Background: an optimization exercise with open tools, aiming at small area, a short achievable clock period and few clock cycles per item. Do not read the settings as production practice.
RTL that was checked went through simulation tests only; none was proved equivalent to the original.

Setup of before:
==> module average, before the edit <==
module average #(
    parameter NOF_BITS = 32,
    parameter WIDTH = 32
) (
    input  wire                     clk,
    input  wire                     rst_n,
    input  wire                     start,
    input  wire                     data_first,
    input  wire                     data_last,
    input  wire [NOF_BITS-1:0]      data_in,
    output wire [NOF_BITS:0]        data_out,
    output reg                      busy,
    output reg                      TO,
    output reg                      done
);
    reg        wt, dv, lst;
    reg [5:0]  c;           
    reg [31:0] din;         
    reg [16:0] cnt;         
    reg [7:0]  n3;          
    reg [32:0] q;           
    wire [15:0] r = din[15:0];
    wire fast = (cnt[16:6] == 11'd0);
    wire [5:0] r0 = {r[5:1], r[0] | q[32]};    
    wire [7:0] t  = {r0, q[31:30]};
    wire [7:0] d1, d2, d3;
    wire ge1, ge2, ge3;
    pfx_add #(8) u_d1 (.a(t), .b(~{2'b0, cnt[5:0]}),       .ci(1'b1), .s(d1), .co(ge1));
    pfx_add #(8) u_d2 (.a(t), .b(~{1'b0, cnt[5:0], 1'b0}), .ci(1'b1), .s(d2), .co(ge2));
    pfx_add #(8) u_d3 (.a(t), .b(~n3),                     .ci(1'b1), .s(d3), .co(ge3));
    wire [5:0] fr = ge3 ? d3[5:0] : ge2 ? d2[5:0] : ge1 ? d1[5:0] : t[5:0];
    wire [1:0] fd = {ge2, ge3 | (ge1 & !ge2)};
    wire [16:0] st = {r[15:1], r0[0], q[31]};
    wire [16:0] sd;
    wire        sge;
    pfx_add #(17) u_sd (.a(st), .b(~cnt), .ci(1'b1), .s(sd), .co(sge));
    wire [15:0] sr = sge ? sd[15:0] : st[15:0];
    wire [32:0] acc;
    pfx_add #(33) u_acc (.a(q), .b({1'b0, din}), .ci(1'b0), .s(acc), .co());
    wire [5:0] load = (fast && cnt[5:0] != 6'd63) ? 6'd48 : 6'd32;
    wire       one  = fast && cnt[5:0] == 6'd0;    
    always @(posedge clk) begin
        din[31:16] <= data_in[31:16];
        if (dv) begin
            q <= fast ? {1'b0, q[29:0], fd} : {1'b0, q[30:0], sge};
            din[15:0] <= fast ? {sr[15:6], fr} : sr;
        end else if (busy) begin
            q <= acc;
            din[15:0] <= lst ? 16'd0 : data_in[15:0];    
        end else begin
            q <= 33'd0;    
            din[15:0] <= data_in[15:0];
        end
        if (!busy) begin
            cnt <= 17'd0;
            n3  <= 8'd0;
        end else if (!dv) begin
            cnt <= cnt + 17'd1;
            n3  <= n3 + 8'd3;
        end
        if (wt || dv) c <= c + 6'd1;
        else if (busy) c <= load;
        else c <= 6'd0;
    end
    always @(posedge clk or negedge rst_n) begin
        if (!rst_n) begin
            wt   <= 1'b0;
            busy <= 1'b0;
            dv   <= 1'b0;
            lst  <= 1'b0;
            TO   <= 1'b0;
            done <= 1'b0;
        end else begin
            TO   <= 1'b0;
            done <= 1'b0;
            lst  <= data_last;
            if (wt) begin
                if (c == 6'd11) begin
                    wt <= 1'b0;
                    TO <= 1'b1;
                end else if (data_first && c < 6'd10) begin
                    wt   <= 1'b0;
                    busy <= 1'b1;
                end
            end else if (busy) begin
                if (dv) begin
                    if (c == 6'd63) begin
                        busy <= 1'b0;
                        dv   <= 1'b0;
                        done <= 1'b1;
                    end
                end else if (lst) begin
                    if (one) begin
                        busy <= 1'b0;
                        done <= 1'b1;
                    end else begin
                        dv <= 1'b1;
                    end
                end
            end else if (start) begin
                wt <= 1'b1;
            end
        end
    end
    assign data_out = q[32:0];
endmodule
export LEC_CHECK = 0
export CAP_MARGIN = 20
export CORE_MARGIN = 2
export CORE_UTILIZATION = 50
export CTS_BUF_LIST = sky130_fd_sc_hd__clkbuf_4 sky130_fd_sc_hd__clkbuf_8
export CTS_CLUSTER_SIZE = 30
export SETUP_SLACK_MARGIN = 5
export SLEW_MARGIN = 20
create_clock -name core_clock -period 8.0 [get_ports {clk}]
standard.sh (not shown) runs the stock make flow with config.mk's settings and CLKGATE_MAP_FILE= SYNTH_SCRIPT=/design/flow/synth_recipe.tcl, a recipe that flattens the netlist after the stock synthesis.
==> flow/flow/run.sh <==
#!/bin/bash
set -euo pipefail
bash standard.sh SETUP_SLACK_MARGIN=5.25 "BUFFER_PORTS_ARGS=-buffer_cell sky130_fd_sc_hd__buf_1" finish > make_finish.log 2>&1
Testbench counts of before, summed over its fixed seeds: cycles 27,663, items 800.
### before -> after
--- a/flow/design.v
+++ b/flow/design.v
@@ -40,17 +40,20 @@
     pfx_add #(33) u_acc (.a(q), .b({1'b0, din}), .ci(1'b0), .s(acc), .co());
     wire [5:0] load = (fast && cnt[5:0] != 6'd63) ? 6'd48 : 6'd32;
+    wire       skip = fast && r[5:0] == 6'd0 && q[32:24] == 9'd0 && c[5:2] != 4'b1111;
     wire       one  = fast && cnt[5:0] == 6'd0;    
     always @(posedge clk) begin
         din[31:16] <= data_in[31:16];
-        if (dv) begin
-            q <= fast ? {1'b0, q[29:0], fd} : {1'b0, q[30:0], sge};
+        if (dv)
             din[15:0] <= fast ? {sr[15:6], fr} : sr;
-        end else if (busy) begin
+        else if (busy && lst)
+            din[15:0] <= 16'd0;    
+        else
+            din[15:0] <= data_in[15:0];
+        if (busy && !dv)
             q <= acc;
-            din[15:0] <= lst ? 16'd0 : data_in[15:0];    
-        end else begin
-            q <= 33'd0;    
-            din[15:0] <= data_in[15:0];
-        end
+        else if (dv)
+            q <= skip ? {1'b0, q[23:0], 8'd0} : fast ? {1'b0, q[29:0], fd} : {1'b0, q[30:0], sge};
+        else
+            q <= 33'd0;
         if (!busy) begin
             cnt <= 17'd0;
@@ -60,5 +63,5 @@
             n3  <= n3 + 8'd3;
         end
-        if (wt || dv) c <= c + 6'd1;
+        if (wt || dv) c <= c + {3'd0, dv && skip, 1'b0, !(dv && skip)};
         else if (busy) c <= load;
         else c <= 6'd0;
==> comparison <==
Measured slew at the worst slew-check pin: lower on before. Going from before to after, sequential fraction of total cell area shrinks by 2.1 points. after vs. before: portion of the layout cell area used by clock cells now sits lower, maximum fanout count along the critical path now sits at about the same level. after: number of buffers inserted to repair setup after CTS is 13 higher than what before reported. Going from before to after, final cell count grew by about 13%, clock insertion delay at the later pin of the skew report barely changed, data required time at the worst endpoint saw little to no change.
For after, only the layout was checked, not whether the RTL still works.

afterwards: timing with drivers on the ports:
Ports are ideal in the flow. The routed layouts listed here were re-timed in OpenROAD.
Step 1 sets driving cells, clkbuf_16 on the clock port and buf_2 on the other inputs (assumed; they add their load-dependent delay and slew).
Step 2 times the ports against the registers' clock, not the clock port: input delays grow and output delays shrink by t, the midpoint of the rising clock arrivals with the driver on.
Slacks: no drivers / after step 1 / after step 2; pairs: no drivers / after step 1.
run | shift t [ns] | setup WS [ns] | worst slew at a driven data input, ns | cell pins on the clock port's net
before | 0.423 | 5.334 / 5.334 / 5.334 | 0.04 | 1
after | 0.433 | 5.242 / 5.242 / 5.242 | 0.04 | 1
After both steps every run listed still meets setup and hold.
